Background: an optimization exercise with open tools, aiming at small area. Do not read the settings as production practice. In this exercise RTL edits were held to simulation tests only and were not proved equivalent to the original. Power is estimated from default activity; no workload was simulated.

`flow/design.v`:
```
module cpufinal (clk, rst, data, data_in, addr_out, out);
input clk, rst;
input [7:0] data_in, data;
output reg [7:0] addr_out, out;
localparam RA   = 3'b000;  
localparam RB   = 3'b001;  
localparam P    = 3'b010;  
localparam PALU = 3'b011;  
localparam F    = 3'b100;  
localparam X    = 3'b101;  
localparam W1   = 3'b110;  
localparam W2   = 3'b111;  
reg [2:0] s;
reg [7:0] ir;             
reg [7:0] a;              
reg [7:0] pc;             
reg [1:0] reg1, reg2;     
reg [8:0] temp;           
reg [7:0] result;         
reg op2;                  
reg clear;                
reg [7:0] datareg;
reg [7:0] rf0, rf1, rf2, rf3;
wire [3:0] op = ir[7:4];
wire is_alu = op <= 4'b1001;
wire is_clr = op == 4'b1010;
wire is_nop = ir == 8'hFF;
wire [8:0] temp_c = (op2 && temp[8]) ? temp + 9'd1 : temp;
wire carry = temp_c[8];
reg [7:0] rd1, rd2;
always @* begin
	case (reg1)
		2'd0: rd1 = rf0;
		2'd1: rd1 = rf1;
		2'd2: rd1 = rf2;
		default: rd1 = rf3;
	endcase
	case (reg2)
		2'd0: rd2 = rf0;
		2'd1: rd2 = rf1;
		2'd2: rd2 = rf2;
		default: rd2 = rf3;
	endcase
end
reg [8:0] alu;
always @* begin
	alu = temp;
	case (op)
		4'b0000 : alu = rd1 + rd2;
		4'b0001 : alu = rd1 - rd2;
		4'b0010 : alu = rd1 + ~rd2;
		4'b0011 : alu[7:0] = rd1 | rd2;
		4'b0100 : alu[7:0] = rd1 & rd2;
		4'b0101 : alu[7:0] = rd1 ^ rd2;
		4'b0110 : alu[7:0] = ~rd1;
		4'b0111 : alu[7:0] = rd1 << 1;
		4'b1000 : alu[7:0] = rd1 >> 1;
		4'b1001 : alu[7:0] = {rd1[6:0], rd1[7]};
		default : alu = temp;
	endcase
end
wire [1:0] wsel = (op <= 4'b0101) ? ir[1:0] : ir[3:2];
wire st_f = s == F;
wire st_x = s == X;
wire st_palu = s == PALU;
wire st_step = s == P || s == PALU || s == RB;
wire ld_en = st_x && op == 4'b1011;
wire wr_alu = st_palu;
wire wr_ld = ld_en;
always @(posedge clk) begin
	result <= temp_c[7:0];
	if (rst) begin
		s <= RA;
		ir <= 0;
		pc <= 0;
		addr_out <= 0;
		out <= 0;
		datareg <= 0;
		temp <= 0;
	end else begin
		case (s)
			RA: s <= RB;
			RB, P, PALU, W2: s <= F;
			W1: s <= W2;
			F: begin
				if (is_alu) s <= PALU;
				else if (is_clr || is_nop) s <= P;
				else s <= X;
			end
			X: begin
				if (op == 4'b1011) s <= P;
				else if (op == 4'b1100 || op == 4'b1101) s <= W1;
			end
		endcase
		if (s == P || s == PALU || s == W1 || s == W2) ir <= data_in;
		if (st_step) begin
			a <= pc;
			pc <= pc + 8'd1;
		end
		if (st_x && (op == 4'b1100 || op == 4'b1101)) begin
			a <= pc;
			pc <= (op == 4'b1100 || carry) ? data : pc + 8'd1;
		end
		if (st_f) addr_out <= a;
		if (st_f && is_alu) begin
			datareg <= result;
			out <= datareg;
		end
		if (ld_en) begin
			datareg <= data;
			out <= datareg;
		end
		if (st_palu) temp <= alu;
	end
	if (st_f && is_alu) op2 <= op == 4'b0010;
	if (st_f && is_alu) clear <= 0;
	if (st_f && is_clr) clear <= 1;
	if (st_palu) begin
		reg1 <= ir[3:2];
		reg2 <= ir[1:0];
	end
	if (rst || clear) begin
		rf0 <= 0; rf1 <= 0; rf2 <= 0; rf3 <= 0;
	end else begin
		if ((wr_alu && wsel == 2'd0) || (wr_ld && ir[1:0] == 2'd0)) rf0 <= wr_alu ? datareg : data;
		if ((wr_alu && wsel == 2'd1) || (wr_ld && ir[1:0] == 2'd1)) rf1 <= wr_alu ? datareg : data;
		if ((wr_alu && wsel == 2'd2) || (wr_ld && ir[1:0] == 2'd2)) rf2 <= wr_alu ? datareg : data;
		if ((wr_alu && wsel == 2'd3) || (wr_ld && ir[1:0] == 2'd3)) rf3 <= wr_alu ? datareg : data;
	end
end
endmodule
```
`flow/run.sh`:
```
#!/bin/bash
# synth_recipe.tcl (not shown) runs the flow's synth.tcl, then flattens the netlist and writes it again
# the make line also repeats each setting of config.mk as NAME=value (left out here)
make -C /OpenROAD-flow-scripts/flow DESIGN_CONFIG=/design/flow/config.mk WORK_HOME=/design/flow/orfs CLKGATE_MAP_FILE= SYNTH_SCRIPT=/design/flow/synth_recipe.tcl finish
```
`flow/config.mk`:
```
export PLATFORM = sky130hd
export DESIGN_NAME = cpufinal
export DESIGN_NICKNAME = cpufinal
export VERILOG_FILES = /design/flow/design.v
export SDC_FILE = /design/flow/constraint.sdc
export NUM_CORES = 4
export LEC_CHECK = 0
export CAP_MARGIN = 20
export CORE_MARGIN = 2
export CORE_UTILIZATION = 40
export SLEW_MARGIN = 20
```
`flow/constraint.sdc`:
```
create_clock -name core_clock -period 5.0 [get_ports {clk}]
set_input_delay 1.0000 -clock core_clock [delete_from_list [all_inputs] [get_ports {clk}]]
set_output_delay 1.0000 -clock core_clock [all_outputs]
set_load 0.01 [all_outputs]
```
==> impl_metrics.py, run 1 <==
metrics = {
    "clock_network": {
        "cts_setup_buffers": 0,
        "cts_buffer_depth": 2,
        "numCtsBuffers": 9,
        "holdBufCountCts": 0,
        "tritoncts": "yes",
        "htreeDepth": 3,
        "root_buffer": "clkbuf_16",
        "numClockSinks": 106,
        "clk_pin_slew_ps": 70,
        "insertion_delay_ps": 360,
        "ctsResizeCount": 0,
    },
    "timing": {
        "finalMaxSlewViolations": 0,
        "max-slew-margin-rel": 0.440,
        "hold_viol": 0,
        "fmax_ghz": 0.294,
        "min_period_ps": 3400,
        "rsz0062_at_grt": "false",
        "fin_skew_ps": 10.6,
        "tns_ps": 0,
        "finalSetupViolCount": 0,
        "fin_crit_sh": 0.681,
        "worst_slew_pin_slew_ps": 839,
    },
    "critical_path": {
        "critPathLaunchType": "flop",
        "crit_fanout": 13,
        "crit_path_end_kind": "flop",
        "path_cells": "mux4_2 -> ha_1 -> nor2_1 -> a221o_1 -> a221oi_2 -> xor2_1 -> a221oi_1 -> a311oi_1",
        "worstSetupPathType": "reg -> reg",
        "arrival_ps": 3660,
        "worstPathRequired_ps": 5250,
        "critical_path.max_stage_delay_ps": 690,
        "cpMaxStageDelayCell": "mux4_2",
    },
    "detailed_routing": {
        "routedWlPerCell_um": 19.3,
        "via_count": 5586,
        "firstDrtPassIters": 5,
        "drc_errors": 0,
        "wl_mm": 18.6,
        "via_per_inst": 5.82,
        "ant_nets": 0,
        "drtIter0Drc": 432,
    },
    "run_status": {
        "status": "no timing/DRC/antenna violations",
    },
    "grt": {
        "grt_pass1_wl_mm": 29.4,
        "antenna_found_initial": 0,
        "track_usage": 0.229,
        "first_global_vias": 5148,
        "grt_max_degree": 33,
        "grt.overflow.total": 0,
    },
    "logic_synthesis": {
        "synthCells": 741,
        "ys_ff_latch": 106,
        "yosys.area.top_type_share": 0.295,
        "synth_fp_nets": 789,
        "yosysWarnings": 1,
        "syn_area_mm2": 0.00631,
        "ys_types": 80,
        "synth_edf_count": 13,
        "synth-main-ff-cell": "dfxtp_1",
        "syn_avg_cell_area_um2": 8.52,
        "seq_area_frac_synth": 0.357,
        "synthTopCellsByCount": "115 x nor2_1, 93 x dfxtp_1, 83 x nand2_1, 64 x a21oi_1",
        "synth_top_cell_by_area": "dfxtp_1",
        "yosys-top-cells-area": "dfxtp_1 29%, nor2_1 6.8%, edfxtp_1 6.2%",
        "synth-async-reset-ratio": 0,
        "yosysMostFrequentCell": "nor2_1",
    },
    "die": {
        "fp.dieW_um": 130,
        "std_cell_rows": 45,
        "die_area_mm2": 0.0168,
        "start_util": 0.412,
        "io_pins": 34,
        "die_h_um": 130,
        "design.core.area_mm2": 0.0153,
    },
    "final_layout": {
        "nets": 792,
        "synthToLayoutAreaGrowth_pct": 11.0,
        "drive_above_1_share": 0.0801,
        "stdcell_area_mm2": 0.00701,
        "n_fill_cell": 1522,
        "n_antenna_cell": 0,
    },
    "place": {
        "gp_congestion": 0.920,
        "placed_cell_area_mm2": 0.00673,
        "dp_hpwl_mm": 13.7,
        "port-buffer-count": 33,
    },
    "pwr": {
        "ir_drop_mv": 0.195,
        "cellLeakagePower_nw": 2.38,
        "powerDensity_mw_per_mm2": 248,
    },
    "worst_hold_path": {
        "min_path_type": "reg -> reg",
    },
    "run": {
        "cap_violations": 0,
    },
}
-- layout by cell type (no fill, tap or decap), drive strengths merged, types with 7 or more instances in the layout --
cell,Yosys,routed
inv,28,30
a211oi,12,12
a22oi,7,7
nand3,20,20
dfxtp,93,93
o21ai,24,24
clkdlybuf4s50,0,32
a311oi,12,12
a21oi,66,66
buf,27,8
nor3,13,13
edfxtp,13,13
ha,27,27
nor2,115,115
mux2i,19,19
clkbuf,21,12
mux4,16,16
xnor2,10,10
a31oi,7,7
nor2b,10,10
nand2,84,84
-- cells by family after synthesis --
logic type,count (synthesis),synth area share
muxes,40,0.0961
AOI/OAI and AO/OA,181,0.197
adders and majority gates,30,0.0630
and+or+nand+nor,291,0.212
DFF,106,0.357
buffers and inverters,77,0.0537
xor gates and xnor gates,16,0.0222
-- routing by layer --
metal	wire, um	share of wire	up-vias	GRT usage
met5	0	0	-	0
met2	8290	0.45	174	0.334
met4	430	0.023	0	0.0848
met1	8880	0.48	2721	0.341
met3	960	0.052	30	0.0363
li1	-	-	2661	-
-- per-stage QoR --
step                worst slack, ps  hold slack (ps)  total power, mW  utilization  instances
floorplan                      1990              438             1.01            -        741
global placement               1730              441             1.07        0.439        944
detailed placement             1630              449             1.07        0.439        944
CTS                            1620              461             1.75        0.458        960
global route                   1390              483             1.80        0.458        960
finish                         1600              457             1.74        0.458        960
-- cell type report --
| class | count | area, um2 | area share |
|---|---|---|---|
| Clock buffer | 12 | 246 | 0.0352 |
| Multi-Input combinational cell | 558 | 3720 | 0.531 |
| Inverter | 29 | 109 | 0.0155 |
| Clock inverter | 4 | 35.0 | 0.00500 |
| Timing Repair Buffer | 40 | 378 | 0.0539 |
| Sequential cell | 106 | 2250 | 0.321 |
| Tap cell | 211 | 264 | 0.0377 |
-- flip-flops by register name, indices dropped and copies added (netlist names) --
name / cells
a: 8
addr_out: 8
clear: 1
datareg: 8
ir: 8
op2: 1
out: 8
pc: 8
reg1: 2
reg2: 2
result: 8
rf0: 8
rf1: 8
rf2: 8
rf3: 8
s: 3
temp: 9
-- critical path: cells and delay by family (launching register included) --
family                   cells  cell delay [ps]
XOR/XNOR                     1              180
AO/OA/AOI/OAI                4             1080
AND/OR/NAND/NOR              1              160
multiplexers                 1              690
adder cells (fa/ha/maj)      1              580
flip-flops                   1              620
-- worst paths after layout --
path / start / to / slack [ps] / depth (start not counted)
worst max-delay path: reg1[0] / temp[7] / 1600 / 8
worst min-delay path: addr_out[2] / addr_out[2] / 460 / 2
worst max register to register: reg1[0] / temp[7] / 1600 / 8
worst min register to register: addr_out[2] / addr_out[2] / 460 / 2
-- report_power, final --
part           total (mW)  internal [mW]  switching [mW]
registers           0.894          0.876          0.0181
clock network       0.686          0.358           0.328
logic               0.155         0.0581          0.0973
total                1.74           1.29           0.443
==> run 2, diff against run 1 <==
==> flow/design.v (replaced) <==
module cpufinal (clk, rst, data, data_in, addr_out, out);
input clk, rst;
input [7:0] data_in, data;
output reg [7:0] addr_out, out;
localparam RA = 3'b100;  
localparam RB = 3'b101;  
localparam P  = 3'b111;  
localparam W1 = 3'b010;  
localparam W2 = 3'b011;  
localparam F  = 3'b000;  
localparam X  = 3'b001;  
reg [2:0] s;
reg [7:0] ir;             
reg [7:0] a;              
reg [7:0] pc;             
reg [1:0] reg1, reg2;     
reg [8:0] temp;           
reg [7:0] result;         
reg op2;                  
reg clear;                
reg [7:0] datareg;
reg [7:0] rf0, rf1, rf2, rf3;
wire st_step = s[2];
wire st_latch = s[1];
wire st_f = s == F;
wire st_x = s == X;
wire [3:0] op = ir[7:4];
wire is_alu = op <= 4'b1001;
wire is_clr = op == 4'b1010;
wire is_ld = op == 4'b1011;
wire is_jmp = op == 4'b1100;
wire is_jc = op == 4'b1101;
wire is_nop = ir == 8'hFF;
wire inc = op2 & temp[8];
genvar gi;
wire [9:0] tc_c;
wire [8:0] temp_c;
assign tc_c[0] = inc;
generate for (gi = 0; gi < 9; gi = gi + 1) begin : g_tc
	assign temp_c[gi] = temp[gi] ^ tc_c[gi];
	assign tc_c[gi+1] = temp[gi] & tc_c[gi];
end endgenerate
wire [8:0] pc_c;
wire [7:0] pc_inc;
assign pc_c[0] = 1'b1;
generate for (gi = 0; gi < 8; gi = gi + 1) begin : g_pc
	assign pc_inc[gi] = pc[gi] ^ pc_c[gi];
	assign pc_c[gi+1] = pc[gi] & pc_c[gi];
end endgenerate
wire carry = temp_c[8];
reg [7:0] rd1, rd2;
always @* begin
	case (reg1)
		2'd0: rd1 = rf0;
		2'd1: rd1 = rf1;
		2'd2: rd1 = rf2;
		default: rd1 = rf3;
	endcase
	case (reg2)
		2'd0: rd2 = rf0;
		2'd1: rd2 = rf1;
		2'd2: rd2 = rf2;
		default: rd2 = rf3;
	endcase
end
wire arith = op[3:2] == 2'b00 && op[1:0] != 2'b11;   
wire inv = op == 4'b0001 || op == 4'b0010 || op == 4'b0110;
wire bmask = op != 4'b0110;
wire and_op = op == 4'b0100;
wire or_op = op == 4'b0011;
wire shift = op == 4'b0111 || op[3];
wire [7:0] bb = (rd2 & {8{bmask}}) ^ {8{inv}};
wire [7:0] pp = rd1 ^ bb;
wire [7:0] gg = rd1 & bb;
wire [8:0] cc;
assign cc[0] = op == 4'b0001;
generate for (gi = 0; gi < 8; gi = gi + 1) begin : g_add
	assign cc[gi+1] = gg[gi] | (pp[gi] & cc[gi]);
end endgenerate
wire [7:0] lo = (pp ^ (cc[7:0] & {8{arith}})) | (gg & {8{or_op}});
wire [7:0] shl = {rd1[6:0], op[3] & rd1[7]};
wire [7:0] shr = {1'b0, rd1[7:1]};
wire [7:0] res8 = shift ? ((op[3] & ~op[0]) ? shr : shl) : and_op ? gg : lo;
wire [8:0] alu = {arith ? (inv ^ cc[8]) : temp[8], res8};
wire [1:0] wsel = (op <= 4'b0101 || is_ld) ? ir[1:0] : ir[3:2];
wire we = st_step && (is_alu || is_ld);
always @(posedge clk) begin
	result <= temp_c[7:0];
	if (rst) begin
		s <= RA;
		ir <= 0;
		pc <= 8'hFF;
		addr_out <= 0;
		out <= 0;
		datareg <= 0;
	end else begin
		if (st_step || st_latch) begin
			if (s[0]) s <= F;
			else s <= {s[2:1], 1'b1};
		end else if (st_f) begin
			if (is_alu || is_clr || is_nop) s <= P;
			else s <= X;
		end else begin
			if (is_ld) s <= P;
			else if (is_jmp || is_jc) s <= W1;
		end
		if (st_latch) ir <= data_in;
		if (st_step) begin
			a <= pc;
			pc <= pc_inc;
		end
		if (st_x && (is_jmp || is_jc)) begin
			a <= pc;
			pc <= (is_jmp || carry) ? data : pc_inc;
		end
		if (st_f) addr_out <= a;
		if ((st_f && is_alu) || (st_x && is_ld)) begin
			datareg <= st_f ? result : data;
			out <= datareg;
		end
	end
	if (st_step && is_alu) begin
		temp <= alu;
		reg1 <= ir[3:2];
		reg2 <= ir[1:0];
	end
	if (st_f && is_alu) op2 <= op == 4'b0010;
	if (st_f && is_alu) clear <= 0;
	if (st_f && is_clr) clear <= 1;
	if (rst || clear) begin
		rf0 <= 0; rf1 <= 0; rf2 <= 0; rf3 <= 0;
	end else if (we) begin
		case (wsel)
			2'd0: rf0 <= datareg;
			2'd1: rf1 <= datareg;
			2'd2: rf2 <= datareg;
			default: rf3 <= datareg;
		endcase
	end
end
endmodule
--- a/flow/config.mk
+++ b/flow/config.mk
@@ -8,4 +8,5 @@
 export CAP_MARGIN = 20
 export CORE_MARGIN = 2
 export CORE_UTILIZATION = 40
+export CTS_BUF_LIST = sky130_fd_sc_hd__clkbuf_8
 export SLEW_MARGIN = 20
==> impl_metrics.py, run 2 <==
metrics = {
    "run_status": {
        "status": "no timing/DRC/antenna violations",
    },
    "pwr": {
        "switchingPower_uw": 481,
        "powerDensity_mw_per_mm2": 307,
        "cellLeakagePower_nw": 2.22,
        "p_comb_frac": 0.129,
        "power_frac_clock": 0.321,
        "p_int_mw": 1.33,
        "p_seq_frac": 0.550,
        "p_sw_frac": 0.265,
        "ir_drop_mv": 0.133,
    },
    "critical_path": {
        "worstSetupPathType": "reg -> reg",
        "critPathLaunchType": "flop",
        "timing.rr.start": "temp[8]",
        "worstPathRequired_ps": 5350,
        "rr_worst_depth": 14,
        "crit_path_end_kind": "flop",
        "arrival_ps": 3770,
        "rrSetupSlack_ps": 1580,
        "critical_path.max_stage_delay_ps": 650,
        "crit_path_frequent_cell": "ha_1",
        "crit_fanout": 10,
        "cpMaxStageDelayCell": "a2111oi_4",
        "r2r-end": "pc[0]",
        "path_cells": "and2_1 -> ha_1 -> ha_1 -> ha_1 -> ha_1 -> ha_1 -> ha_1 -> ha_1 -> ha_1 -> xnor2_1 -> a2111oi_4 -> nor2_1 -> mux2i_1 -> a21o_1",
    },
    "final_layout": {
        "synthToLayoutAreaGrowth_pct": 12.1,
        "n_antenna_cell": 0,
        "drive_above_1_share": 0.0923,
        "layout.cells.most_common_list": "92 x nand2_1, 84 x dfxtp_1, 51 x mux2i_1, 40 x nor2_1, 33 x clkdlybuf4s50_1",
        "final_common_cell": "nand2_1",
        "nets": 577,
        "largest-register": "temp",
        "n_fill_cell": 1241,
        "largest_reg_flops": 9,
    },
    "detailed_routing": {
        "drc_errors": 0,
        "firstDrtPassIters": 5,
        "via_per_inst": 5.47,
        "ant_nets": 0,
        "routedWlPerCell_um": 16.6,
        "via_count": 3906,
        "drtIter0Drc": 360,
        "wl_mm": 11.9,
    },
    "logic_synthesis": {
        "synthXorXnorAreaFrac": 0.0116,
        "yosysWarnings": 1,
        "synth-main-ff-cell": "dfxtp_1",
        "synth_top_family_by_area": "multiplexers",
        "synth-compound-area-share": 0.139,
        "syn_area_mm2": 0.00527,
        "synth-async-reset-ratio": 0,
        "syn_avg_cell_area_um2": 10.1,
        "synth_edf_count": 22,
        "yosysMostFrequentCell": "nand2_1",
        "synthMuxAreaShare": 0.167,
        "synthTopCellsByCount": "92 x nand2_1, 84 x dfxtp_1, 51 x mux2i_1, 41 x nor2_1, 31 x o21ai_0",
        "synthCells": 522,
        "yosys-top-cells-area": "dfxtp_1 32%, edfxtp_1 13%, mux2i_1 9.7%",
        "synth_top_cell_by_area": "dfxtp_1",
        "seq_area_frac_synth": 0.444,
        "synth-simple-area-share": 0.152,
        "synth_fp_nets": 562,
        "synth_fa_ha_area_frac": 0.0522,
        "ys_types": 64,
        "yosys.area.top_type_share": 0.319,
        "ys_ff_latch": 106,
    },
    "die": {
        "die_h_um": 119,
        "start_util": 0.415,
        "io_pins": 34,
        "fp.dieW_um": 119,
        "die_area_mm2": 0.0141,
        "design.core.area_mm2": 0.0127,
        "std_cell_rows": 41,
    },
    "clock_network": {
        "tritoncts": "yes",
        "ctsResizeCount": 0,
        "htreeDepth": 3,
        "clk_pin_slew_ps": 100,
        "numClockSinks": 106,
        "cts_setup_buffers": 0,
        "root_buffer": "clkbuf_8",
        "insertion_delay_ps": 390,
        "cts_buffer_depth": 2,
        "numCtsBuffers": 9,
        "holdBufCountCts": 0,
    },
    "timing": {
        "min_period_ps": 3420,
        "fin_crit_sh": 0.684,
        "fmax_ghz": 0.292,
        "finalMaxSlewViolations": 0,
        "setup_slack_ps": 1580,
        "max-slew-margin-rel": 0.419,
        "fin_skew_ps": 14.4,
        "finalSetupViolCount": 0,
        "hold_viol": 0,
        "hold_ws_ps": 460,
        "tns_ps": 0,
        "worst_slew_pin_slew_ps": 871,
        "rsz0062_at_grt": "false",
    },
    "grt": {
        "use_met1": 0.232,
        "grt_max_degree": 47,
        "grt.overflow.total": 0,
        "met2_usage": 0.286,
        "grt_pass1_wl_mm": 19.8,
        "track_usage": 0.178,
        "antenna_found_initial": 0,
        "grt.busiest_layer": "met2",
        "first_global_vias": 3823,
        "met3_usage": 0.0441,
    },
    "place": {
        "port-buffer-count": 33,
        "dp_hpwl_mm": 8.55,
        "gp_congestion": 0.908,
        "pre_cts_slack_ps": 1560,
    },
    "worst_hold_path": {
        "hold-path-cell-count": 2,
        "hold_end": "datareg[6]",
        "hold_start": "result[6]",
        "min_path_type": "reg -> reg",
    },
    "run": {
        "cap_violations": 0,
    },
}
## run 2: critical path, delay by kind of cell, from the launching register on
kind	cells	cell delay (ps)
fa+ha+maj	8	1430
simple gates	2	400
compound gates	2	780
xor+xnor	1	170
mux	1	200
flops	1	410
## run 2: final cells by class
type / instances / area [um2] / area share
clock buffers: 9 / 124 / 0.0210
clock inverters: 7 / 93.8 / 0.0159
multi-input cells: 377 / 2760 / 0.466
inverters: 7 / 26.3 / 0.00445
flip-flops and latches: 106 / 2340 / 0.396
well taps: 172 / 215 / 0.0364
repair buffers: 36 / 353 / 0.0597
## run 2: how the worst max path moves through the flow
stage	start	depth (start not counted)	to	slack, ps
5_1_grt	temp[8]	14	pc[0]	1320
6_report	temp[8]	14	pc[0]	1580
4_1_cts	temp[8]	14	pc[0]	1540
3_5_place_dp	temp[8]	14	pc[0]	1560
3_3_place_gp	temp[8]	14	pc[0]	1640
2_1_floorplan	temp[8]	14	pc[0]	1890
## run 2: logic make-up after synthesis
kind of cell	count (synthesis)
simple gates	178
flops	106
compound gates	102
mux	68
buf+inv	39
fa+ha+maj	22
xor+xnor	7
## run 2: stage by stage
step / power, mW / util / std cells / area (um2)
finish: 1.82 / 0.465 / 714 / 5910
global route: 1.91 / 0.465 / 714 / 5910
CTS: 1.83 / 0.464 / 714 / 5910
detailed placement: 1.25 / 0.447 / 698 / 5690
global placement: 1.25 / 0.447 / 698 / 5690
floorplan: 1.17 / - / 522 / 5270
## run 2: power groups by stage
stage	combinational (mW)	sequential [mW]	clock, mW
2_1_floorplan	0.182	0.990	0
3_3_place_gp	0.229	1.02	0
3_5_place_dp	0.235	1.02	0
4_1_cts	0.236	1.00	0.595
5_1_grt	0.265	1.01	0.632
6_report	0.234	0.999	0.582
## run 2: metal layers
metal  vias up  wire length (um)
met3        20               440
li1       1929                 -
met5         -                 0
met1      1876              5540
met2        81              5570
met4         0               299
==> run 3, diff against run 2 <==
--- a/flow/config.mk
+++ b/flow/config.mk
@@ -8,5 +8,4 @@
 export CAP_MARGIN = 20
 export CORE_MARGIN = 2
 export CORE_UTILIZATION = 40
-export CTS_BUF_LIST = sky130_fd_sc_hd__clkbuf_8
 export SLEW_MARGIN = 20
==> impl_metrics.py, run 3 <==
metrics = {
    "pwr": {
        "switchingPower_uw": 498,
        "power_frac_clock": 0.379,
        "p_sw_frac": 0.250,
        "powerDensity_mw_per_mm2": 331,
        "p_int_mw": 1.49,
        "p_comb_frac": 0.118,
        "ir_drop_mv": 0.157,
        "cellLeakagePower_nw": 2.27,
        "p_seq_frac": 0.503,
    },
    "die": {
        "die_h_um": 119,
        "design.core.area_mm2": 0.0127,
        "io_pins": 34,
        "die_area_mm2": 0.0141,
        "std_cell_rows": 41,
        "start_util": 0.415,
        "fp.dieW_um": 119,
    },
    "timing": {
        "max-slew-margin-rel": 0.425,
        "worst_slew_pin_slew_ps": 862,
        "tns_ps": 0,
        "fin_crit_sh": 0.694,
        "hold_viol": 0,
        "rsz0062_at_grt": "false",
        "setup_slack_ps": 1530,
        "finalMaxSlewViolations": 0,
        "fin_skew_ps": 7.17,
        "fmax_ghz": 0.288,
        "finalSetupViolCount": 0,
        "min_period_ps": 3470,
    },
    "logic_synthesis": {
        "yosys-top-cells-area": "dfxtp_1 32%, edfxtp_1 13%, mux2i_1 9.7%",
        "synth_top_cell_by_area": "dfxtp_1",
        "yosys.area.top_type_share": 0.319,
        "synth-main-ff-cell": "dfxtp_1",
        "synthCells": 522,
        "ys_ff_latch": 106,
        "yosysWarnings": 1,
        "seq_area_frac_synth": 0.444,
        "syn_avg_cell_area_um2": 10.1,
        "synth_edf_count": 22,
        "syn_area_mm2": 0.00527,
        "yosysMostFrequentCell": "nand2_1",
        "ys_types": 64,
        "synth-async-reset-ratio": 0,
        "synthTopCellsByCount": "92 x nand2_1, 84 x dfxtp_1, 51 x mux2i_1, 41 x nor2_1, 31 x o21ai_0",
        "synth_fp_nets": 562,
    },
    "run_status": {
        "status": "no timing/DRC/antenna violations",
    },
    "grt": {
        "track_usage": 0.178,
        "first_global_vias": 3839,
        "grt_pass1_wl_mm": 19.8,
        "antenna_found_initial": 0,
        "grt_max_degree": 47,
        "grt.overflow.total": 0,
    },
    "place": {
        "port-buffer-count": 33,
        "pre_cts_slack_ps": 1560,
        "dp_hpwl_mm": 8.55,
        "gp_congestion": 0.908,
    },
    "final_layout": {
        "final_common_cell": "nand2_1",
        "largest_reg_flops": 9,
        "nets": 577,
        "largest-register": "temp",
        "synthToLayoutAreaGrowth_pct": 14.0,
        "regArea_mm2": 0.00234,
        "drive_above_1_share": 0.0923,
        "n_fill_cell": 1223,
        "multi_input_area_mm2": 0.00276,
        "n_antenna_cell": 0,
        "layout.cells.most_common_list": "92 x nand2_1, 84 x dfxtp_1, 51 x mux2i_1, 40 x nor2_1, 33 x clkdlybuf4s50_1",
    },
    "detailed_routing": {
        "wl_mm": 12.0,
        "via_count": 3894,
        "routedWlPerCell_um": 16.8,
        "drc_errors": 0,
        "ant_nets": 0,
        "drtIter0Drc": 426,
        "via_per_inst": 5.45,
        "firstDrtPassIters": 4,
    },
    "critical_path": {
        "timing.rr.start": "temp[8]",
        "cpLargestDelayFamily": "adder cells",
        "crit_buf_inv": 0,
        "worstSetupPathType": "reg -> reg",
        "crit_path_frequent_cell": "ha_1",
        "startpoint": "temp[8]",
        "crit_path_end_kind": "flop",
        "crit_fanout": 10,
        "critical_path.max_stage_delay_ps": 680,
        "arrival_ps": 3770,
        "cpMaxStageDelayCell": "a2111oi_4",
        "path_cells": "and2_1 -> ha_1 -> ha_1 -> ha_1 -> ha_1 -> ha_1 -> ha_1 -> ha_1 -> ha_1 -> xnor2_1 -> a2111oi_4 -> nor2_1 -> mux2i_1 -> a21o_1",
        "worstPathRequired_ps": 5300,
        "critPathLaunchType": "flop",
    },
    "clock_network": {
        "tritoncts": "yes",
        "insertion_delay_ps": 350,
        "htreeDepth": 3,
        "numClockSinks": 106,
        "clk_pin_slew_ps": 70,
        "holdBufCountCts": 0,
        "cts_setup_buffers": 0,
        "ctsResizeCount": 0,
        "cts_buffer_depth": 2,
        "root_buffer": "clkbuf_16",
        "numCtsBuffers": 9,
    },
    "run": {
        "cap_violations": 0,
    },
    "worst_hold_path": {
        "min_path_type": "reg -> reg",
        "hold_start": "result[6]",
    },
}
run 3: worst paths after layout:
path | endpoint | slack, ps | depth (start not counted)
worst min-delay path | datareg[6] | 460 | 2
worst max register to register | pc[0] | 1530 | 14
worst min register to register | datareg[6] | 460 | 2
worst max-delay path | pc[0] | 1530 | 14
run 3: layout make-up:
class                      count  area share
sequential                   106       0.390
multi-input combinational    377       0.458
timing repair buffer          36      0.0587
clock buffer                   9      0.0375
clock inverter                 7      0.0156
inverter                       7     0.00437
tap                          172      0.0358
run 3: cells by family after synthesis:
| kind of cell | share of synthesized area |
|---|---|
| and+or+nand+nor | 0.152 |
| DFF | 0.444 |
| AOI/OAI and AO/OA | 0.139 |
| muxes | 0.167 |
| buffers and inverters | 0.0346 |
| adders and majority gates | 0.0522 |
| xor gates and xnor gates | 0.0116 |
run 3: metrics by stage:
step           hold WS (ps)   util  std cells  total power [mW]  area (um2)
2_1_floorplan           429      -        522              1.17        5270
3_3_place_gp            438  0.447        698              1.25        5690
3_5_place_dp            442  0.447        698              1.25        5690
4_1_cts                 459  0.472        714              2.01        6010
5_1_grt                 470  0.473        714              2.08        6010
6_report                456  0.473        714              1.99        6010
run 3: per-layer routing:
metal / track usage / routed length [um] / up-vias
met5: 0 / 0 / -
met4: 0.0729 / 254 / 0
met3: 0.0421 / 437 / 17
met2: 0.285 / 5740 / 74
met1: 0.231 / 5570 / 1876
li1: - / - / 1927
run 3: worst reg2reg max path, cell delays in order (launching register included):
cell	delay, ps
edfxtp_1	400
and2_1	160
ha_1	170
ha_1	180
ha_1	170
ha_1	180
ha_1	180
ha_1	180
ha_1	180
ha_1	190
xnor2_1	170
a2111oi_4	680
nor2_1	250
mux2i_1	200
a21o_1	130
run 3: power groups by stage:
stage          Sequential, mW  Combinational [mW]  Clock [mW]
2_1_floorplan           0.990               0.182           0
6_report                 1.00               0.235       0.755
4_1_cts                  1.00               0.236       0.773
5_1_grt                  1.01               0.265       0.809
3_5_place_dp             1.02               0.235           0
3_3_place_gp             1.02               0.229           0
==> run 4, diff against run 3 <==
==> flow/flow/run.sh (new file) <==
#!/bin/bash
# The standard layout, with the port buffers made from the smallest buffer cell.
set -euo pipefail
bash standard.sh 'BUFFER_PORTS_ARGS=-buffer_cell sky130_fd_sc_hd__buf_1' finish > flow_make.log 2>&1
==> flow/standard.sh (new file) <==
#!/bin/bash
# synth_recipe.tcl (not shown) runs the flow's synth.tcl, then flattens the netlist and writes it again
# the make line also repeats each setting of config.mk as NAME=value (left out here)
make -C /OpenROAD-flow-scripts/flow DESIGN_CONFIG=/design/flow/config.mk WORK_HOME=/design/flow/orfs CLKGATE_MAP_FILE= SYNTH_SCRIPT=/design/flow/synth_recipe.tcl "${@:-finish}"
--- a/flow/config.mk
+++ b/flow/config.mk
@@ -8,4 +8,5 @@
 export CAP_MARGIN = 20
 export CORE_MARGIN = 2
 export CORE_UTILIZATION = 40
+export CTS_BUF_LIST = sky130_fd_sc_hd__clkbuf_8
 export SLEW_MARGIN = 20
removed: flow/run.sh
==> impl_metrics.py, run 4 <==
metrics = {
    "run_status": {
        "status": "no timing/DRC/antenna violations",
    },
    "logic_synthesis": {
        "ys_ff_latch": 106,
        "ys_types": 64,
        "synthCells": 522,
        "syn_area_mm2": 0.00527,
        "yosys.area.top_type_share": 0.319,
        "synthTopCellsByCount": "92 x nand2_1, 84 x dfxtp_1, 51 x mux2i_1, 41 x nor2_1, 31 x o21ai_0",
        "synth-main-ff-cell": "dfxtp_1",
        "synth_fp_nets": 562,
        "syn_avg_cell_area_um2": 10.1,
        "yosysMostFrequentCell": "nand2_1",
        "yosysWarnings": 1,
        "yosys-top-cells-area": "dfxtp_1 32%, edfxtp_1 13%, mux2i_1 9.7%",
        "synth_edf_count": 22,
        "synth_top_cell_by_area": "dfxtp_1",
        "synth-async-reset-ratio": 0,
        "seq_area_frac_synth": 0.444,
    },
    "critical_path": {
        "crit_path_end_kind": "flop",
        "critical_path.max_stage_delay_ps": 660,
        "crit_fanout": 10,
        "crit_buf_inv": 0,
        "timing.rr.start": "temp[8]",
        "startpoint": "temp[8]",
        "crit_path_frequent_cell": "ha_1",
        "critPathLaunchType": "flop",
        "cpLargestDelayFamily": "adder cells",
        "path_cells": "and2_1 -> ha_1 -> ha_1 -> ha_1 -> ha_1 -> ha_1 -> ha_1 -> ha_1 -> ha_1 -> xnor2_1 -> a2111oi_4 -> nor2_1 -> mux2i_1 -> a21o_1",
        "worstPathRequired_ps": 5320,
        "worstSetupPathType": "reg -> reg",
        "cpMaxStageDelayCell": "a2111oi_4",
        "arrival_ps": 3820,
    },
    "die": {
        "die_area_mm2": 0.0141,
        "start_util": 0.415,
        "die_h_um": 119,
        "design.core.area_mm2": 0.0127,
        "fp.dieW_um": 119,
        "std_cell_rows": 41,
        "io_pins": 34,
    },
    "final_layout": {
        "nets": 576,
        "n_antenna_cell": 0,
        "synthToLayoutAreaGrowth_pct": 7.43,
        "stdcell_area_mm2": 0.00567,
        "layout.cells.most_common_list": "92 x nand2_1, 84 x dfxtp_1, 51 x mux2i_1, 40 x nor2_1, 32 x buf_1",
        "final_common_cell": "nand2_1",
        "largest_reg_flops": 9,
        "post-route-util": 0.445,
        "largest-register": "temp",
        "drive_above_1_share": 0.0924,
    },
    "timing": {
        "rsz0062_at_grt": "false",
        "worst_slew_pin_slew_ps": 946,
        "max-slew-margin-rel": 0.369,
        "finalSetupViolCount": 0,
        "hold_viol": 0,
        "fmax_ghz": 0.285,
        "fin_skew_ps": 13.0,
        "finalMaxSlewViolations": 0,
        "hold_ws_ps": 458,
        "fin_crit_sh": 0.701,
        "min_period_ps": 3500,
        "tns_ps": 0,
    },
    "detailed_routing": {
        "routedWlPerCell_um": 17.3,
        "drtIter0Drc": 370,
        "via_per_inst": 5.53,
        "firstDrtPassIters": 5,
        "ant_nets": 0,
        "wl_mm": 12.3,
        "drc_errors": 0,
        "via_count": 3940,
    },
    "place": {
        "gp_congestion": 0.861,
        "placed_cell_area_mm2": 0.00548,
        "dp_hpwl_mm": 9.01,
        "port-buffer-count": 33,
    },
    "pwr": {
        "powerDensity_mw_per_mm2": 306,
        "cellLeakagePower_nw": 2.13,
        "ir_drop_mv": 0.142,
    },
    "clock_network": {
        "insertion_delay_ps": 380,
        "tritoncts": "yes",
        "htreeDepth": 3,
        "clk_pin_slew_ps": 110,
        "root_buffer": "clkbuf_8",
        "cts_setup_buffers": 0,
        "ctsResizeCount": 0,
        "holdBufCountCts": 0,
        "cts_buffer_depth": 2,
        "numClockSinks": 106,
        "numCtsBuffers": 9,
    },
    "grt": {
        "grt.overflow.total": 0,
        "grt_pass1_wl_mm": 20.1,
        "track_usage": 0.180,
        "grt_max_degree": 47,
        "first_global_vias": 3891,
        "antenna_found_initial": 0,
    },
    "worst_hold_path": {
        "min_path_type": "reg -> reg",
        "hold_start": "addr_out[1]",
    },
    "run": {
        "cap_violations": 0,
    },
}
## run 4: layer usage
metal | vias to the layer above | GRT usage | share of wire | wire [um]
met5 | - | 0 | 0 | 0
met4 | 0 | 0.0580 | 0.017 | 205
met3 | 19 | 0.0398 | 0.037 | 456
met2 | 89 | 0.305 | 0.48 | 5970
met1 | 1908 | 0.228 | 0.46 | 5680
li1 | 1924 | - | - | -
## run 4: worst register-to-register path: cells and delay by family, from the launching register on
kind / cells / cell delay [ps]
adder cells (fa/ha/maj): 8 / 1450
AO/OA/AOI/OAI: 2 / 800
flip-flops: 1 / 430
AND/OR/NAND/NOR: 2 / 410
multiplexers: 1 / 190
XOR/XNOR: 1 / 170
## run 4: path summary, 6_finish.rpt
kind | end | slack [ps] | cells past startpoint
worst min register to register | addr_out[1] | 460 | 2
worst max register to register | pc[0] | 1500 | 14
worst max-delay path | pc[0] | 1500 | 14
worst min-delay path | addr_out[1] | 460 | 2
## run 4: power by group
| part | switching, mW | internal (mW) |
|---|---|---|
| Sequential | 0.0545 | 0.946 |
| Combinational | 0.126 | 0.0937 |
| Clock | 0.320 | 0.191 |
## run 4: cells by family (layout without fill, tap and decap cells)
logic type / Yosys count / in the layout / synth area share
AOI/OAI and AO/OA: 102 / 102 / 0.139
xor gates and xnor gates: 7 / 7 / 0.0116
adders and majority gates: 22 / 22 / 0.0522
buffers and inverters: 39 / 58 / 0.0346
DFF: 106 / 106 / 0.444
muxes: 68 / 68 / 0.167
and+or+nand+nor: 178 / 178 / 0.152
## run 4: cell type report
cell class | instances | area [um2]
Clock buffer | 9 | 124
Inverter | 7 | 26.3
Sequential cell | 106 | 2340
Timing Repair Buffer | 35 | 140
Multi-Input combinational cell | 377 | 2760
Fill cell | 1243 | 7060
Clock inverter | 7 | 61.3
Tap cell | 172 | 215
## run 4: through the flow
step	instances	power, mW	setup slack [ps]
6_report	713	1.73	1500
5_1_grt	713	1.82	1280
4_1_cts	713	1.75	1470
3_5_place_dp	697	1.24	1560
3_3_place_gp	697	1.23	1620
2_1_floorplan	522	1.17	1890
==> run 5, diff against run 4 <==
==> flow/flow/run.sh (replaced) <==
#!/bin/bash
# The standard layout with two changes:
#  - synthesis maps the logic with an area-oriented ABC script (flow/area.abc)
#    instead of ORFS's speed script; everything else in the synthesis,
#    including the flip-flop mapping, is the standard synthesis;
#  - the port buffers are made from the smallest buffer cell.
set -euo pipefail
here=$(pwd)
sed "s|^  log_cmd abc {\*}\$abc_args|  log_cmd abc {*}[lreplace \$abc_args 1 1 $here/flow/area.abc]|" \
  "$FLOW_HOME/scripts/synth.tcl" > "$here/my_synth.tcl"
grep -q "flow/area.abc" "$here/my_synth.tcl"
sed "s|^source \$::env(SCRIPTS_DIR)/synth.tcl|source $here/my_synth.tcl|" \
  "$here/synth_recipe.tcl" > "$here/my_synth_recipe.tcl"
grep -q "my_synth.tcl" "$here/my_synth_recipe.tcl"
bash standard.sh "SYNTH_SCRIPT=$here/my_synth_recipe.tcl" \
  'BUFFER_PORTS_ARGS=-buffer_cell sky130_fd_sc_hd__buf_1' finish > flow_make.log 2>&1
==> flow/flow/area.abc (new file) <==
&get -n
&st
&deepsyn -J 200 -T 120
&dch -f
&nf -R 1000
&put
==> impl_metrics.py, run 5 <==
metrics = {
    "final_layout": {
        "synthToLayoutAreaGrowth_pct": 11.8,
        "largest-register": "temp",
        "drive_above_1_share": 0.0577,
        "largest_reg_flops": 9,
        "layout.cells.most_common_list": "84 x dfxtp_1, 57 x a22o_1, 41 x nand2_1, 33 x nor2_1, 33 x buf_1",
        "n_antenna_cell": 0,
        "nets": 503,
        "n_fill_cell": 1029,
        "final_common_cell": "dfxtp_1",
    },
    "pwr": {
        "p_comb_frac": 0.140,
        "ir_drop_mv": 0.174,
        "switchingPower_uw": 510,
        "p_seq_frac": 0.569,
        "cellLeakagePower_nw": 2.00,
        "p_sw_frac": 0.279,
        "powerDensity_mw_per_mm2": 361,
        "total_power_mw": 1.82,
        "power_frac_clock": 0.292,
        "p_int_mw": 1.31,
    },
    "critical_path": {
        "worstPathRequired_ps": 5150,
        "r2r-end": "temp[8]",
        "critPathLaunchType": "flop",
        "cpMaxStageDelayCell": "nor3_1",
        "arrival_ps": 4260,
        "critical_path.max_stage_delay_ps": 760,
        "cpLargestDelayFamily": "compound AO/OA/AOI/OAI gates",
        "crit_buf_inv": 0,
        "rrSetupSlack_ps": 880,
        "crit_fanout": 13,
        "timing.rr.start": "ir[4]",
        "crit_path_end_kind": "flop",
        "worstSetupPathType": "reg -> reg",
        "crit_path_frequent_cell": "a21o_1",
        "path_cells": "and2_0 -> nor3_1 -> a21oi_1 -> a21oi_1 -> ha_1 -> and3_1 -> or2_0 -> a21o_1 -> a21o_1 -> a21o_1 -> a21o_1 -> a21o_1 -> a21oi_1 -> o21bai_1 -> xnor2_1",
        "rr_worst_depth": 15,
    },
    "clock_network": {
        "cts_setup_buffers": 0,
        "clk_pin_slew_ps": 100,
        "ctsResizeCount": 0,
        "root_buffer": "clkbuf_8",
        "insertion_delay_ps": 390,
        "numCtsBuffers": 9,
        "tritoncts": "yes",
        "cts_buffer_depth": 2,
        "holdBufCountCts": 0,
        "numClockSinks": 106,
        "htreeDepth": 3,
    },
    "logic_synthesis": {
        "yosysWarnings": 1,
        "synth_top_cell_by_area": "dfxtp_1",
        "yosysMostFrequentCell": "dfxtp_1",
        "yosys.area.top_type_share": 0.372,
        "synth_edf_count": 22,
        "synth-async-reset-ratio": 0,
        "synthCells": 414,
        "syn_avg_cell_area_um2": 10.9,
        "syn_area_mm2": 0.00452,
        "synthTopCellsByCount": "84 x dfxtp_1, 57 x a22o_1, 41 x nand2_1, 33 x nor2_1, 24 x a21oi_1",
        "seq_area_frac_synth": 0.518,
        "ys_types": 36,
        "synth-main-ff-cell": "dfxtp_1",
        "ys_ff_latch": 106,
        "synth_fp_nets": 454,
        "yosys-top-cells-area": "dfxtp_1 37%, edfxtp_1 15%, a22o_1 11%",
    },
    "die": {
        "start_util": 0.414,
        "design.core.area_mm2": 0.0109,
        "die_area_mm2": 0.0122,
        "std_cell_rows": 38,
        "die_h_um": 110,
        "fp.dieW_um": 110,
        "io_pins": 34,
    },
    "timing": {
        "worst_slew_pin_slew_ps": 1020,
        "finalMaxSlewViolations": 0,
        "max-slew-margin-rel": 0.317,
        "fmax_ghz": 0.243,
        "tns_ps": 0,
        "min_period_ps": 4120,
        "hold_ws_ps": 460,
        "hold_viol": 0,
        "finalSetupViolCount": 0,
        "rsz0062_at_grt": "false",
        "fin_skew_ps": 12.0,
        "fin_crit_sh": 0.823,
    },
    "detailed_routing": {
        "ant_nets": 0,
        "firstDrtPassIters": 5,
        "wl_mm": 11.7,
        "via_count": 3589,
        "drc_errors": 0,
        "routedWlPerCell_um": 19.2,
        "drtIter0Drc": 240,
        "via_per_inst": 5.90,
    },
    "grt": {
        "track_usage": 0.207,
        "first_global_vias": 3338,
        "grt.overflow.total": 0,
        "grt_max_degree": 21,
        "antenna_found_initial": 0,
        "grt_pass1_wl_mm": 18.3,
    },
    "worst_hold_path": {
        "min_path_type": "reg -> reg",
        "hold-path-cell-count": 0,
        "hold_end": "a[7]",
        "hold_start": "pc[7]",
    },
    "place": {
        "dp_hpwl_mm": 8.56,
        "gp_congestion": 0.942,
        "port-buffer-count": 33,
    },
    "run_status": {
        "status": "no timing/DRC/antenna violations",
    },
    "run": {
        "cap_violations": 0,
    },
}
## run 5: changes by cell type after synthesis, sizes merged, moves of 4 or more
cell / before / now
a311oi: 8 / 0
o21ai: 31 / 11
nand2: 92 / 41
a222oi: 1 / 16
buf: 14 / 0
a21o: 1 / 5
a22o: 6 / 57
clkbuf: 18 / 0
mux4: 16 / 8
nor2: 43 / 33
clkinv: 0 / 14
inv: 7 / 0
nor3: 4 / 8
mux2i: 51 / 2
## run 5: cells by family after synthesis
kind of cell / after synthesis / share of synthesized area
AOI/OAI and AO/OA: 138 / 0.236
xor gates and xnor gates: 4 / 0.00775
adders and majority gates: 22 / 0.0609
buffers and inverters: 14 / 0.0116
DFF: 106 / 0.518
muxes: 10 / 0.0443
and+or+nand+nor: 120 / 0.121
## run 5: final cells by class
cell class | instances | area [um2] | area share
Timing Repair Buffer | 38 | 161 | 0.0319
Clock inverter | 6 | 58.8 | 0.0116
Inverter | 14 | 52.6 | 0.0104
Multi-Input combinational cell | 294 | 2130 | 0.421
Clock buffer | 10 | 138 | 0.0272
Sequential cell | 106 | 2340 | 0.463
Tap cell | 140 | 175 | 0.0346
## run 5: routing by layer
| layer | vias up | part of all wire | track usage |
|---|---|---|---|
| met5 | - | 0 | 0 |
| met4 | 0 | 0.016 | 0.0634 |
| met2 | 134 | 0.44 | 0.308 |
| met3 | 15 | 0.071 | 0.0435 |
| li1 | 1723 | - | - |
| met1 | 1717 | 0.47 | 0.302 |
## run 5: power groups by stage
stage / combinational, mW / sequential (mW) / clock, mW
final: 0.255 / 1.04 / 0.532
after global routing: 0.288 / 1.05 / 0.577
after CTS: 0.254 / 1.04 / 0.546
after detailed placement: 0.253 / 1.06 / 0
after global placement: 0.246 / 1.05 / 0
after floorplan: 0.178 / 1.03 / 0
## run 5: worst max path at each step
stage / startpoint / endpoint / slack, ps / cells after the start
after floorplan: ir[4] / temp[8] / 1450 / 15
after global placement: ir[4] / temp[8] / 1110 / 15
after detailed placement: ir[4] / temp[8] / 980 / 15
after CTS: ir[4] / temp[8] / 960 / 15
after global routing: ir[4] / temp[8] / 660 / 15
final: ir[4] / temp[8] / 880 / 15
## run 5: per-stage QoR
stage / area [um2] / worst slack (ps) / utilization / instances
after floorplan: 4520 / 1450 / - / 414
after global routing: 5060 / 662 / 0.462 / 608
after global placement: 4860 / 1110 / 0.444 / 592
after detailed placement: 4860 / 978 / 0.444 / 592
final: 5060 / 884 / 0.462 / 608
after CTS: 5050 / 961 / 0.462 / 608
==> run 6, diff against run 5 <==
==> flow/flow/run.sh (replaced) <==
#!/bin/bash
# The standard layout with three changes:
#  - synthesis maps the logic with an area-oriented ABC script (flow/area.abc)
#    instead of ORFS's speed script; everything else in the synthesis,
#    including the flip-flop mapping, is the standard synthesis;
#  - the port buffers are made from the smallest buffer cell;
#  - clock-tree synthesis uses clkbuf_8 and adds no dummy loads.
set -euo pipefail
here=$(pwd)
sed "s|^  log_cmd abc {\*}\$abc_args|  log_cmd abc {*}[lreplace \$abc_args 1 1 $here/flow/area.abc]|" \
  "$FLOW_HOME/scripts/synth.tcl" > "$here/my_synth.tcl"
grep -q "flow/area.abc" "$here/my_synth.tcl"
sed "s|^source \$::env(SCRIPTS_DIR)/synth.tcl|source $here/my_synth.tcl|" \
  "$here/synth_recipe.tcl" > "$here/my_synth_recipe.tcl"
grep -q "my_synth.tcl" "$here/my_synth_recipe.tcl"
bash standard.sh "SYNTH_SCRIPT=$here/my_synth_recipe.tcl" \
  'BUFFER_PORTS_ARGS=-buffer_cell sky130_fd_sc_hd__buf_1' \
  'CTS_ARGS=-sink_clustering_enable -repair_clock_nets -buf_list sky130_fd_sc_hd__clkbuf_8 -dont_use_dummy_load' \
  finish > flow_make.log 2>&1
--- a/flow/config.mk
+++ b/flow/config.mk
@@ -8,5 +8,5 @@
 export CAP_MARGIN = 20
 export CORE_MARGIN = 2
 export CORE_UTILIZATION = 40
-export CTS_BUF_LIST = sky130_fd_sc_hd__clkbuf_8
+export GPL_TIMING_DRIVEN = 0
 export SLEW_MARGIN = 20
==> impl_metrics.py, run 6 <==
metrics = {
    "clock_network": {
        "cts_setup_buffers": 0,
        "numClockSinks": 106,
        "ctsResizeCount": 0,
        "insertion_delay_ps": 360,
        "tritoncts": "yes",
        "htreeDepth": 3,
        "root_buffer": "clkbuf_8",
        "holdBufCountCts": 0,
        "numCtsBuffers": 9,
        "cts_buffer_depth": 2,
        "clk_pin_slew_ps": 100,
    },
    "die": {
        "std_cell_rows": 38,
        "fp.dieW_um": 110,
        "design.core.area_mm2": 0.0109,
        "die_area_mm2": 0.0122,
        "start_util": 0.414,
        "io_pins": 34,
        "die_h_um": 110,
    },
    "critical_path": {
        "crit_buf_inv": 0,
        "crit_fanout": 13,
        "cpMaxStageDelayCell": "nor2_1",
        "worstPathRequired_ps": 5080,
        "crit_path_frequent_cell": "a21o_1",
        "crit_path_end": "temp[8]",
        "timing.rr.start": "ir[4]",
        "path_depth": 15,
        "crit_path_end_kind": "flop",
        "rr_worst_depth": 15,
        "cpLargestDelayFamily": "simple AND/OR/NAND/NOR gates",
        "r2r-end": "temp[8]",
        "arrival_ps": 4240,
        "worstSetupPathType": "reg -> reg",
        "startpoint": "ir[4]",
        "critPathLaunchType": "flop",
        "path_cells": "and2_0 -> or3_1 -> nor2_1 -> a21oi_1 -> ha_1 -> and3_1 -> or2_0 -> a21o_1 -> a21o_1 -> a21o_1 -> a21o_1 -> a21o_1 -> a21oi_1 -> o21bai_1 -> xnor2_1",
        "rrSetupSlack_ps": 840,
        "critical_path.max_stage_delay_ps": 470,
    },
    "pwr": {
        "powerDensity_mw_per_mm2": 342,
        "ir_drop_mv": 0.138,
        "total_power_mw": 1.71,
        "cellLeakagePower_nw": 1.96,
    },
    "timing": {
        "setup_slack_ps": 840,
        "finalMaxSlewViolations": 0,
        "min_period_ps": 4160,
        "fin_skew_ps": 34.6,
        "fmax_ghz": 0.240,
        "hold_ws_ps": 436,
        "tns_ps": 0,
        "hold_viol": 0,
        "fin_crit_sh": 0.832,
        "finalSetupViolCount": 0,
        "worst_slew_pin_slew_ps": 1020,
        "max-slew-margin-rel": 0.317,
        "rsz0062_at_grt": "false",
    },
    "final_layout": {
        "layout.cells.most_common_list": "84 x dfxtp_1, 57 x a22o_1, 41 x nand2_1, 33 x nor2_1, 33 x buf_1",
        "largest_reg_flops": 9,
        "largest-register": "temp",
        "n_antenna_cell": 0,
        "drive_above_1_share": 0.0564,
        "nets": 503,
        "synthToLayoutAreaGrowth_pct": 10.4,
        "final_common_cell": "dfxtp_1",
        "n_fill_cell": 1039,
    },
    "worst_hold_path": {
        "min_path_type": "reg -> reg",
    },
    "logic_synthesis": {
        "synth_edf_count": 22,
        "synth_top_cell_by_area": "dfxtp_1",
        "ys_types": 36,
        "synth_fa_ha_area_frac": 0.0609,
        "synth_top_family_by_area": "compound AO/OA/AOI/OAI gates",
        "syn_avg_cell_area_um2": 10.9,
        "synth_fp_nets": 454,
        "synthCells": 414,
        "yosysMostFrequentCell": "dfxtp_1",
        "yosys-top-cells-area": "dfxtp_1 37%, edfxtp_1 15%, a22o_1 11%",
        "synthTopCellsByCount": "84 x dfxtp_1, 57 x a22o_1, 41 x nand2_1, 33 x nor2_1, 24 x a21oi_1",
        "synthXorXnorAreaFrac": 0.00775,
        "syn_area_mm2": 0.00452,
        "synth-main-ff-cell": "dfxtp_1",
        "synthMuxAreaShare": 0.0443,
        "yosys.area.top_type_share": 0.372,
        "synth-simple-area-share": 0.121,
        "synth-compound-area-share": 0.236,
        "seq_area_frac_synth": 0.518,
        "synth-async-reset-ratio": 0,
        "ys_ff_latch": 106,
        "yosysWarnings": 1,
    },
    "grt": {
        "track_usage": 0.200,
        "grt_pass1_wl_mm": 18.1,
        "first_global_vias": 3313,
        "grt.overflow.total": 0,
        "antenna_found_initial": 0,
        "grt_max_degree": 21,
    },
    "run_status": {
        "status": "no timing/DRC/antenna violations",
    },
    "detailed_routing": {
        "met3_length_um": 733,
        "ant_nets": 0,
        "firstDrtPassIters": 6,
        "dr_wl_met2_mm": 5.01,
        "drtIter0Drc": 253,
        "drc_errors": 0,
        "highest-signal-layer": "met4",
        "via_per_inst": 5.91,
        "wl_mm": 11.3,
        "via_count": 3554,
        "routedWlPerCell_um": 18.8,
        "wl_met1_mm": 5.31,
    },
    "place": {
        "gp_congestion": 0.893,
        "dp_hpwl_mm": 8.29,
        "port-buffer-count": 33,
        "pre_cts_slack_ps": 803,
    },
    "run": {
        "cap_violations": 0,
    },
}
-- run 6: cell counts after synthesis --
Identical to the previous run, type by type.
-- run 6: worst min-delay path by stage --
stage	to	start	cells past startpoint
floorplan	clear	clear	2
global placement	a[7]	pc[7]	0
detailed placement	a[7]	pc[7]	0
CTS	datareg[3]	result[3]	2
global route	datareg[3]	result[3]	2
finish	datareg[3]	result[3]	2
-- run 6: cells by family (layout without fill, tap and decap cells) --
group | count (synthesis) | after routing
buffers and inverters | 14 | 61
and+or+nand+nor | 120 | 120
xor gates and xnor gates | 4 | 4
AOI/OAI and AO/OA | 138 | 138
DFF | 106 | 106
adders and majority gates | 22 | 22
muxes | 10 | 10
-- run 6: per-stage QoR --
stage | util | instances | area [um2]
after floorplan | - | 414 | 4520
after global placement | 0.441 | 587 | 4820
after detailed placement | 0.445 | 591 | 4860
after CTS | 0.456 | 600 | 4990
after global routing | 0.457 | 601 | 4990
final | 0.457 | 601 | 4990
-- run 6: final cells by class --
cell class                      instances  area [um2]  area share
Sequential cell                       106        2340       0.469
Timing Repair Buffer                   38         151      0.0303
Multi-Input combinational cell        294        2150       0.430
Clock buffer                            9         124      0.0248
Inverter                               14        52.6      0.0105
Tap cell                              140         175      0.0351
-- run 6: power breakdown --
part / leakage, nW / internal, mW / total [mW] / switching [mW]
Clock: 0.0647 / 0.162 / 0.414 / 0.251
Sequential: 0.906 / 0.969 / 1.03 / 0.0629
Combinational: 0.988 / 0.102 / 0.260 / 0.158
Total: 1.96 / 1.23 / 1.71 / 0.472
-- run 6: worst min-delay path, delay by kind of cell, from the launching register on --
kind            cells  cell delay [ps]
compound gates      1               80
flops               1              310
buf+inv             1               50
-- run 6: routing by layer --
layer | vias up | global-route usage
met5 | - | 0
met4 | 0 | 0.0714
met3 | 16 | 0.0429
met2 | 121 | 0.292
met1 | 1699 | 0.290
li1 | 1718 | -
==> run 7, diff against run 6 <==
--- a/flow/config.mk
+++ b/flow/config.mk
@@ -7,6 +7,7 @@
 export LEC_CHECK = 0
 export CAP_MARGIN = 20
 export CORE_MARGIN = 2
-export CORE_UTILIZATION = 40
+export CORE_UTILIZATION = 65
 export GPL_TIMING_DRIVEN = 0
+export PLACE_DENSITY = 0.8
 export SLEW_MARGIN = 20
==> impl_metrics.py, run 7 <==
metrics = {
    "die": {
        "die_h_um": 87.4,
        "io_pins": 34,
        "fp.dieW_um": 87.4,
        "design.core.area_mm2": 0.00676,
        "start_util": 0.669,
        "die_area_mm2": 0.00764,
        "std_cell_rows": 30,
    },
    "timing": {
        "rsz0062_at_grt": "false",
        "min_period_ps": 4150,
        "finalMaxSlewViolations": 0,
        "setup_slack_ps": 846,
        "hold_viol": 0,
        "fmax_ghz": 0.241,
        "tns_ps": 0,
        "fin_skew_ps": 35.7,
        "worst_slew_pin_slew_ps": 965,
        "max-slew-margin-rel": 0.352,
        "finalSetupViolCount": 0,
        "fin_crit_sh": 0.831,
    },
    "detailed_routing": {
        "drtIter0Drc": 486,
        "wl_mm": 10.9,
        "routedWlPerCell_um": 20.2,
        "drc_errors": 0,
        "via_count": 3634,
        "firstDrtPassIters": 7,
        "ant_nets": 0,
        "via_per_inst": 6.75,
    },
    "logic_synthesis": {
        "yosysWarnings": 1,
        "synth-async-reset-ratio": 0,
        "synth_top_cell_by_area": "dfxtp_1",
        "yosys-top-cells-area": "dfxtp_1 37%, edfxtp_1 15%, a22o_1 11%",
        "yosys.area.top_type_share": 0.372,
        "synthTopCellsByCount": "84 x dfxtp_1, 57 x a22o_1, 41 x nand2_1, 33 x nor2_1, 24 x a21oi_1",
        "syn_area_mm2": 0.00452,
        "seq_area_frac_synth": 0.518,
        "yosysMostFrequentCell": "dfxtp_1",
        "synth_edf_count": 22,
        "synth-main-ff-cell": "dfxtp_1",
        "ys_types": 36,
        "syn_avg_cell_area_um2": 10.9,
        "synth_fp_nets": 454,
        "ys_ff_latch": 106,
        "synthCells": 414,
    },
    "final_layout": {
        "synthToLayoutAreaGrowth_pct": 8.66,
        "layout.cells.most_common_list": "84 x dfxtp_1, 57 x a22o_1, 41 x nand2_1, 33 x nor2_1, 33 x buf_1",
        "n_fill_cell": 477,
        "largest_reg_flops": 9,
        "largest-register": "temp",
        "post-route-util": 0.727,
        "final_common_cell": "dfxtp_1",
        "n_antenna_cell": 0,
        "instances_no_fill": 538,
        "drive_above_1_share": 0.0546,
        "nets": 500,
    },
    "clock_network": {
        "root_buffer": "clkbuf_8",
        "htreeDepth": 3,
        "insertion_delay_ps": 370,
        "numClockSinks": 106,
        "numCtsBuffers": 9,
        "clk_pin_slew_ps": 110,
        "tritoncts": "yes",
        "holdBufCountCts": 0,
        "cts_setup_buffers": 0,
        "ctsResizeCount": 0,
        "cts_buffer_depth": 2,
    },
    "critical_path": {
        "worstSetupPathType": "reg -> reg",
        "arrival_ps": 4230,
        "worstPathRequired_ps": 5070,
        "crit_fanout": 13,
        "crit_path_end_kind": "flop",
        "critPathLaunchType": "flop",
    },
    "place": {
        "pre_cts_slack_ps": 777,
        "dp_hpwl_mm": 7.86,
        "gp_congestion": 0.923,
        "dp.cells": 529,
        "port-buffer-count": 33,
    },
    "worst_hold_path": {
        "min_path_type": "reg -> reg",
    },
    "grt": {
        "grt_max_degree": 21,
        "grt_pass1_wl_mm": 17.3,
        "first_global_vias": 3335,
        "antenna_found_initial": 0,
        "grt.overflow.total": 0,
        "track_usage": 0.299,
    },
    "pwr": {
        "total_power_mw": 1.70,
        "cellLeakagePower_nw": 1.94,
        "ir_drop_mv": 0.223,
        "powerDensity_mw_per_mm2": 346,
    },
    "run_status": {
        "status": "no timing/DRC/antenna violations",
    },
    "run": {
        "cap_violations": 0,
    },
}
## run 7: cell counts after synthesis
No cell type changed its count.
## run 7: area by class of cell
class	instances	area [um2]	area share
clock buffer	9	124	0.0252
sequential	106	2340	0.477
timing repair buffer	35	136	0.0278
tap	80	100	0.0204
inverter	14	52.6	0.0107
multi-input combinational	294	2160	0.439
## run 7: path summary, 6_finish.rpt
check	startpoint	end	slack [ps]	depth (start not counted)
worst max register to register	ir[4]	temp[7]	850	15
worst min register to register	a[1]	addr_out[1]	440	1
worst max-delay path	ir[4]	temp[7]	850	15
worst min-delay path	a[1]	addr_out[1]	440	1
## run 7: per-stage QoR
| stage | area, um2 | hold WS (ps) |
|---|---|---|
| floorplan | 4520 | 416 |
| global placement | 4750 | 433 |
| detailed placement | 4780 | 438 |
| CTS | 4900 | 445 |
| global route | 4910 | 453 |
| finish | 4910 | 441 |
## run 7: cell families (layout without fill, tap and decap cells)
logic type | after synthesis | in the layout | synth area share
AOI/OAI and AO/OA | 138 | 138 | 0.236
and+or+nand+nor | 120 | 120 | 0.121
DFF | 106 | 106 | 0.518
adders and majority gates | 22 | 22 | 0.0609
buffers and inverters | 14 | 58 | 0.0116
muxes | 10 | 10 | 0.0443
xor gates and xnor gates | 4 | 4 | 0.00775
## run 7: where the power goes
group	total [mW]	leakage (nW)	internal, mW	switching, mW
sequential	1.04	0.906	0.970	0.0656
clock	0.407	0.0647	0.162	0.244
combinational	0.258	0.973	0.101	0.157
## run 7: per-layer routing
| metal | vias to the layer above | track usage | part of all wire |
|---|---|---|---|
| li1 | 1705 | - | - |
| met4 | 0 | 0.112 | 0.029 |
| met2 | 172 | 0.444 | 0.45 |
| met5 | - | 0 | 0 |
| met1 | 1727 | 0.425 | 0.44 |
| met3 | 30 | 0.0692 | 0.075 |
## run 7: worst max-delay path, stage by stage, from the launching register on
cell and delay, ps:
dfxtp_1 440, and2_0 300, or3_1 380, nor2_1 490
a21oi_1 140, ha_1 320, and3_1 180, or2_0 220
a21o_1 210, a21o_1 200, a21o_1 200, a21o_1 190
a21o_1 190, a21oi_1 200, nor2_1 80, xnor2_1 140
==> run 8, diff against run 7 <==
--- a/flow/config.mk
+++ b/flow/config.mk
@@ -5,9 +5,9 @@
 export SDC_FILE = /design/flow/constraint.sdc
 export NUM_CORES = 4
 export LEC_CHECK = 0
-export CAP_MARGIN = 20
+export CAP_MARGIN = 0
 export CORE_MARGIN = 2
 export CORE_UTILIZATION = 65
 export GPL_TIMING_DRIVEN = 0
 export PLACE_DENSITY = 0.8
-export SLEW_MARGIN = 20
+export SLEW_MARGIN = 0
==> impl_metrics.py, run 8 <==
metrics = {
    "clock_network": {
        "clk_pin_slew_ps": 100,
        "htreeDepth": 3,
        "tritoncts": "yes",
        "cts_setup_buffers": 0,
        "cts_buffer_depth": 2,
    },
    "final_layout": {
        "stdcell_area_mm2": 0.00489,
        "synthToLayoutAreaGrowth_pct": 8.11,
        "layout.cells.most_common_list": "84 x dfxtp_1, 57 x a22o_1, 41 x nand2_1, 33 x nor2_1, 33 x buf_1",
        "n_fill_cell": 507,
        "drive_above_1_share": 0.0439,
        "n_antenna_cell": 0,
        "final_common_cell": "dfxtp_1",
    },
    "logic_synthesis": {
        "synthCells": 414,
        "synth-main-ff-cell": "dfxtp_1",
        "syn_area_mm2": 0.00452,
        "yosysWarnings": 1,
        "synth_edf_count": 22,
        "yosys.area.top_type_share": 0.372,
        "ys_types": 36,
        "yosysMostFrequentCell": "dfxtp_1",
    },
    "die": {
        "design.core.area_mm2": 0.00676,
        "die_area_mm2": 0.00764,
        "io_pins": 34,
        "die_h_um": 87.4,
    },
    "pwr": {
        "cellLeakagePower_nw": 1.93,
        "power_frac_clock": 0.239,
        "ir_drop_mv": 0.201,
        "powerDensity_mw_per_mm2": 347,
        "p_seq_frac": 0.610,
        "p_sw_frac": 0.274,
        "switchingPower_uw": 465,
        "p_comb_frac": 0.151,
    },
    "place": {
        "placed_cell_area_mm2": 0.00476,
        "pre_cts_slack_ps": 810,
        "port-buffer-count": 33,
        "gp_congestion": 0.923,
        "dp_hpwl_mm": 7.78,
    },
    "detailed_routing": {
        "via_per_inst": 6.81,
        "ant_nets": 0,
        "via_count": 3651,
        "drc_errors": 0,
        "wl_mm": 10.8,
        "routedWlPerCell_um": 20.1,
    },
    "grt": {
        "grt_pass1_wl_mm": 17.1,
        "first_global_vias": 3325,
        "grt.overflow.total": 0,
        "track_usage": 0.295,
    },
    "critical_path": {
        "timing.rr.start": "ir[4]",
        "r2r-end": "temp[7]",
        "critPathLaunchType": "flop",
        "worstPathRequired_ps": 5070,
        "worstSetupPathType": "reg -> reg",
        "rrSetupSlack_ps": 640,
        "crit_path_end_kind": "flop",
        "arrival_ps": 4430,
        "crit_fanout": 13,
        "rr_worst_depth": 15,
    },
    "timing": {
        "setup_slack_ps": 641,
        "hold_ws_ps": 454,
        "fin_skew_ps": 35.4,
        "fmax_ghz": 0.229,
        "finalSetupViolCount": 0,
        "worst_slew_pin_slew_ps": 1230,
        "hold_viol": 0,
        "tns_ps": 0,
        "rsz0062_at_grt": "false",
    },
    "worst_hold_path": {
        "hold_end": "datareg[2]",
        "hold_start": "result[2]",
        "min_path_type": "reg -> reg",
        "hold-path-cell-count": 2,
    },
    "run_status": {
        "status": "no timing/DRC/antenna violations",
    },
}
-- run 8: cell counts after synthesis --
No cell type changed its count.
-- run 8: worst max-delay path by stage --
stage	from	end	slack (ps)	cells after the start
6_report	ir[4]	temp[7]	640	15
5_1_grt	ir[4]	temp[8]	430	15
4_1_cts	ir[4]	temp[7]	750	15
3_5_place_dp	ir[4]	temp[7]	810	15
3_3_place_gp	ir[4]	temp[8]	880	15
2_1_floorplan	ir[4]	temp[8]	1450	15
-- run 8: cell type report --
type | instances | area [um2] | share of cell area
well taps | 80 | 100 | 0.0205
flip-flops and latches | 106 | 2340 | 0.479
inverters | 14 | 52.6 | 0.0107
multi-input cells | 294 | 2150 | 0.439
clock buffers | 9 | 124 | 0.0253
repair buffers | 33 | 124 | 0.0253
-- run 8: through the flow --
stage,instances,util,power [mW]
after floorplan,414,-,1.21
after global placement,527,0.702,1.29
after detailed placement,527,0.704,1.30
after CTS,536,0.723,1.70
after global routing,536,0.724,1.78
final,536,0.724,1.70
-- run 8: power by group through the flow --
stage	clock network, mW	registers (mW)	logic, mW
after floorplan	0	1.03	0.178
after global placement	0	1.05	0.240
after detailed placement	0	1.05	0.251
after CTS	0.410	1.03	0.253
after global routing	0.445	1.05	0.286
final	0.406	1.04	0.256
-- run 8: worst max-delay path, cell delays in order (launching register included) --
cell and delay, ps:
dfxtp_1 440, and2_0 300, nor3_1 980, a21oi_1 150
a21oi_1 180, ha_1 270, and3_1 180, or2_0 220
a21o_1 200, a21o_1 200, a21o_1 190, a21o_1 180
a21o_1 190, a21oi_1 190, nor2_1 70, xnor2_1 130
-- run 8: kinds of logic after synthesis --
| group | synth area share |
|---|---|
| AOI/OAI and AO/OA | 0.236 |
| xor gates and xnor gates | 0.00775 |
| adders and majority gates | 0.0609 |
| buffers and inverters | 0.0116 |
| DFF | 0.518 |
| muxes | 0.0443 |
| and+or+nand+nor | 0.121 |
-- run 8: routing by layer --
layer | GRT usage | share of wire | vias to the layer above
li1 | - | - | 1711
met1 | 0.411 | 0.45 | 1772
met2 | 0.460 | 0.47 | 156
met3 | 0.0607 | 0.075 | 12
met4 | 0.0979 | 0.012 | 0
met5 | 0 | 0 | -

==> afterwards: timing with drivers on the ports <==
How much do the figures lean on ideal ports? The routed layouts below were timed once more, with nothing changed but the port constraints.
Step 1, drivers: a clkbuf_16 drives clk and a buf_2 each remaining input, both assumed.
Step 2 times the ports against the registers' clock, not the clock port: input delays grow and output delays shrink by t, the midpoint of the rising clock arrivals with the driver on.
Slacks: ideal ports / drivers / drivers and shift; pairs: ideal ports / drivers.
| run | t (ns) | setup slack, ns |
|---|---|---|
| run 1 | 0.392 | 1.596 / 1.596 / 1.596 |
| run 2 | 0.421 | 1.578 / 1.578 / 1.578 |
| run 3 | 0.390 | 1.532 / 1.532 / 1.532 |
| run 4 | 0.406 | 1.496 / 1.496 / 1.496 |
| run 5 | 0.414 | 0.884 / 0.884 / 0.884 |
| run 6 | 0.378 | 0.840 / 0.840 / 0.840 |
| run 7 | 0.381 | 0.846 / 0.846 / 0.846 |
| run 8 | 0.381 | 0.641 / 0.641 / 0.641 |
After both steps every run listed still meets setup and hold.
